This is an optimization exercise on Yosys and OpenROAD, whose aim is small area, a short achievable clock period and few clock cycles, not a production implementation. No activity file was given, so power comes from the tool's default toggle rates.

==> flow/design.v <==
`timescale 1ns / 1ps
module binary_to_bcd( input clk_in,
                      input [5:0] game_state,
                      input start,
                      input [23:0] binary_in,
                      output logic [31:0] bcd_out,
                      output logic busy
    );
    logic [31:0] R;
    logic [3:0]  t;                   
    wire rst = (game_state == 6'd1);
    logic [31:0] ld;
    logic [3:0]  t0;
    logic [3:0] zr, sel;
    always_comb begin
        zr[0] = 1'b1;
        zr[1] = (binary_in[23:19] == '0);
        zr[2] = (binary_in[23:13] == '0);
        zr[3] = (binary_in[23:5] == '0);
        for (int i = 0; i < 4; i++)
            sel[i] = zr[i] & (i == 3 || !zr[i + 1]);
        ld = '0;
        t0 = '0;
        ld = ld | ({32{sel[0]}} & {binary_in[21:0], 8'h0, binary_in[23:22]});
        t0 = t0 | ({4{sel[0]}} & 4'd1);
        ld = ld | ({32{sel[1]}} & {binary_in[15:0], 8'h0, binary_in[23:16]});
        t0 = t0 | ({4{sel[1]}} & 4'd4);
        ld = ld | ({32{sel[2]}} & {binary_in[9:0], 8'h0, binary_in[23:10]});
        t0 = t0 | ({4{sel[2]}} & 4'd7);
        ld = ld | ({32{sel[3]}} & {binary_in[1:0], 8'h0, binary_in[23:2]});
        t0 = t0 | ({4{sel[3]}} & 4'd11);
    end
    function automatic [4:0] dd(input [3:0] d, input c);
        logic [3:0] s;
        s[3] = d[3] | d[2] & (d[1] | d[0]);
        s[2] = d[2] & !d[1] & !d[0] | d[3] & d[0];
        s[1] = d[1] & !d[2] | d[1] & d[0] | d[3] & !d[0];
        s[0] = !d[0] & (d[3] | d[2] & d[1]) | d[0] & !d[3] & !d[2];
        dd = {s, c};
    endfunction
    function automatic int thr(input int j);
        case (j)
            0: thr = 0;
            1: thr = 0;
            2: thr = 8;
            3: thr = 8;
            4: thr = 16;
            5: thr = 16;
            6: thr = 20;
            default: thr = 0;
        endcase
    endfunction
    logic [31:0] nxt, blk;
    always_comb begin
        logic [32:0] r;
        logic z;
        nxt = R;
        for (int l = 0; l < 2; l++) begin
            r[0] = nxt[31];
            for (int j = 0; j < 7; j++)
                if (2 * int'(t) + l >= thr(j))
                    r[4*j +: 5] = dd(nxt[4*j +: 4], r[4*j]);
                else
                    r[4*j +: 5] = {nxt[4*j +: 4], r[4*j]};
            r[32:29] = nxt[31:28];
            nxt = r[31:0];
        end
        blk = nxt;
        z = (nxt[31:28] == 4'd0);
        blk[31] = z;
        blk[29] = z;
        for (int j = 6; j >= 1; j--) begin
            z = z & (nxt[4*j +: 4] == 4'd0);
            blk[4*j+3] = nxt[4*j+3] | z;
            blk[4*j+1] = nxt[4*j+1] | z;
        end
    end
    wire last = (t == 4'd11);
    logic run;
    always_ff @(posedge clk_in) begin
        if (rst)       busy <= 1'b0;
        else if (busy) busy <= !last;
        else           busy <= start;
    end
    always_ff @(posedge clk_in) begin
        t <= run ? t + 1'b1 : t0;
        if (rst) begin
            run <= 1'b0;
            R    <= '0;
        end else if (run) begin
            run <= !last;
            R    <= last ? blk : nxt;
        end else if (start) begin
            run <= 1'b1;
            R    <= ld;
        end
    end
    assign bcd_out = R;
endmodule
clock: 6.0 ns
lec_check: 0
abc_area: 1
cap_margin: 20
core_margin: 2
core_utilization: 40
setup_slack_margin: 3.5
slew_margin: 20
standard.sh (not shown) runs the stock make flow with config.mk's settings and CLKGATE_MAP_FILE= SYNTH_SCRIPT=/design/flow/synth_recipe.tcl, a recipe that flattens the netlist after the stock synthesis.
==> flow/flow/run.sh <==
#!/bin/bash
# Standard ORFS layout, with plain buf_1 cells as the port buffers.
set -euo pipefail
export BUFFER_PORTS_ARGS="-buffer_cell sky130_fd_sc_hd__buf_1"
bash standard.sh > standard_flow.log 2>&1
Next try:
==> flow/design.v (replaced) <==
`timescale 1ns / 1ps
module binary_to_bcd( input clk_in,
                      input [5:0] game_state,
                      input start,
                      input [23:0] binary_in,
                      output logic [31:0] bcd_out,
                      output logic busy
    );
    logic [29:0] R;
    logic [3:0]  t;                   
    wire rst = (game_state == 6'd1);
    logic [29:0] ld;
    logic [3:0]  t0;
    logic [3:0] zr, sel;
    always_comb begin
        zr[0] = 1'b1;
        zr[1] = (binary_in[23:19] == '0);
        zr[2] = (binary_in[23:13] == '0);
        zr[3] = (binary_in[23:5] == '0);
        for (int i = 0; i < 4; i++)
            sel[i] = zr[i] & (i == 3 || !zr[i + 1]);
        ld = '0;
        t0 = '0;
        ld = ld | ({30{sel[0]}} & {binary_in[21:0], 6'h0, binary_in[23:22]});
        t0 = t0 | ({4{sel[0]}} & 4'd1);
        ld = ld | ({30{sel[1]}} & {binary_in[15:0], 6'h0, binary_in[23:16]});
        t0 = t0 | ({4{sel[1]}} & 4'd4);
        ld = ld | ({30{sel[2]}} & {binary_in[9:0], 6'h0, binary_in[23:10]});
        t0 = t0 | ({4{sel[2]}} & 4'd7);
        ld = ld | ({30{sel[3]}} & {binary_in[1:0], 6'h0, binary_in[23:2]});
        t0 = t0 | ({4{sel[3]}} & 4'd11);
    end
    function automatic [4:0] dd(input [3:0] d, input c);
        logic [3:0] s;
        s[3] = d[3] | d[2] & (d[1] | d[0]);
        s[2] = d[2] & !d[1] & !d[0] | d[3] & d[0];
        s[1] = d[1] & !d[2] | d[1] & d[0] | d[3] & !d[0];
        s[0] = !d[0] & (d[3] | d[2] & d[1]) | d[0] & !d[3] & !d[2];
        dd = {s, c};
    endfunction
    function automatic int thr(input int j);
        case (j)
            0: thr = 0;
            1: thr = 0;
            2: thr = 8;
            3: thr = 12;
            4: thr = 16;
            5: thr = 18;
            6: thr = 22;
            default: thr = 0;
        endcase
    endfunction
    logic [29:0] nxt, blk;
    always_comb begin
        logic [30:0] r;
        logic z;
        nxt = R;
        for (int l = 0; l < 2; l++) begin
            r[0] = nxt[29];
            for (int j = 0; j < 7; j++)
                if (2 * int'(t) + l >= thr(j))
                    r[4*j +: 5] = dd(nxt[4*j +: 4], r[4*j]);
                else
                    r[4*j +: 5] = {nxt[4*j +: 4], r[4*j]};
            r[30:29] = nxt[29:28];
            nxt = r[29:0];
        end
        blk = nxt;
        z = (nxt[29:28] == 2'd0);
        blk[29] = z;
        for (int j = 6; j >= 1; j--) begin
            z = z & (nxt[4*j +: 4] == 4'd0);
            blk[4*j+3] = nxt[4*j+3] | z;
            blk[4*j+1] = nxt[4*j+1] | z;
        end
    end
    wire last = (t == 4'd11);
    always_ff @(posedge clk_in) begin
        t <= busy ? t + 1'b1 : t0;
        if (rst) begin
            busy <= 1'b0;
            R    <= '0;
        end else if (busy) begin
            busy <= !last;
            R    <= last ? blk : nxt;
        end else if (start) begin
            busy <= 1'b1;
            R    <= ld;
        end
    end
    assign bcd_out = {R[29], 1'b0, R[29:0]};
endmodule
Final cell count came out higher by a few percent.
Via count went up slightly.
Maximum frequency decreases by a few percent.
Non-clock buffer count grows by 4.
Hold slack is better by 12 ps.
Power rose by a few percent.
Flip-flop and latch count went down by 3.
Final area rose slightly.
Die area climbs slightly.
Combinational power went up by roughly a tenth.
Function was not checked in any run of this note: the RTL went through the layout flow alone.

-- port drivers added, routing unchanged --
The results above use ideal ports. As a check the final layouts listed here were re-extracted and re-timed, cells and wires unchanged.
Step 1 (the two cells are an assumption about what drives the block):
set clk [get_ports {clk_in}]
set_driving_cell -lib_cell sky130_fd_sc_hd__clkbuf_16 $clk
set_driving_cell -lib_cell sky130_fd_sc_hd__buf_2 [delete_from_list [all_inputs] $clk]
Step 2 also shifts input and output timing later by t, the mid clock arrival at the registers, as if the neighbouring blocks saw the same clock.
Three values: no drivers, after step 1, after step 2; two values: the first two.
run | t, ns | slack for setup (ns) | worst setup path at the end | latest minus earliest clock arrival (ns) | worst data-port slew with drivers (ns)
the first run | 0.328 | 3.663 / 3.675 / 3.347 | input to register | 0.008 / 0.008 | 0.04
the second run | 0.325 | 3.596 / 3.606 / 3.281 | input to register | 0.007 / 0.008 | 0.04
After both steps every run listed still meets setup and hold. For the first run, which loses most, drivers alone change the setup slack by +0.012 ns; drivers and shift together by -0.316 ns.
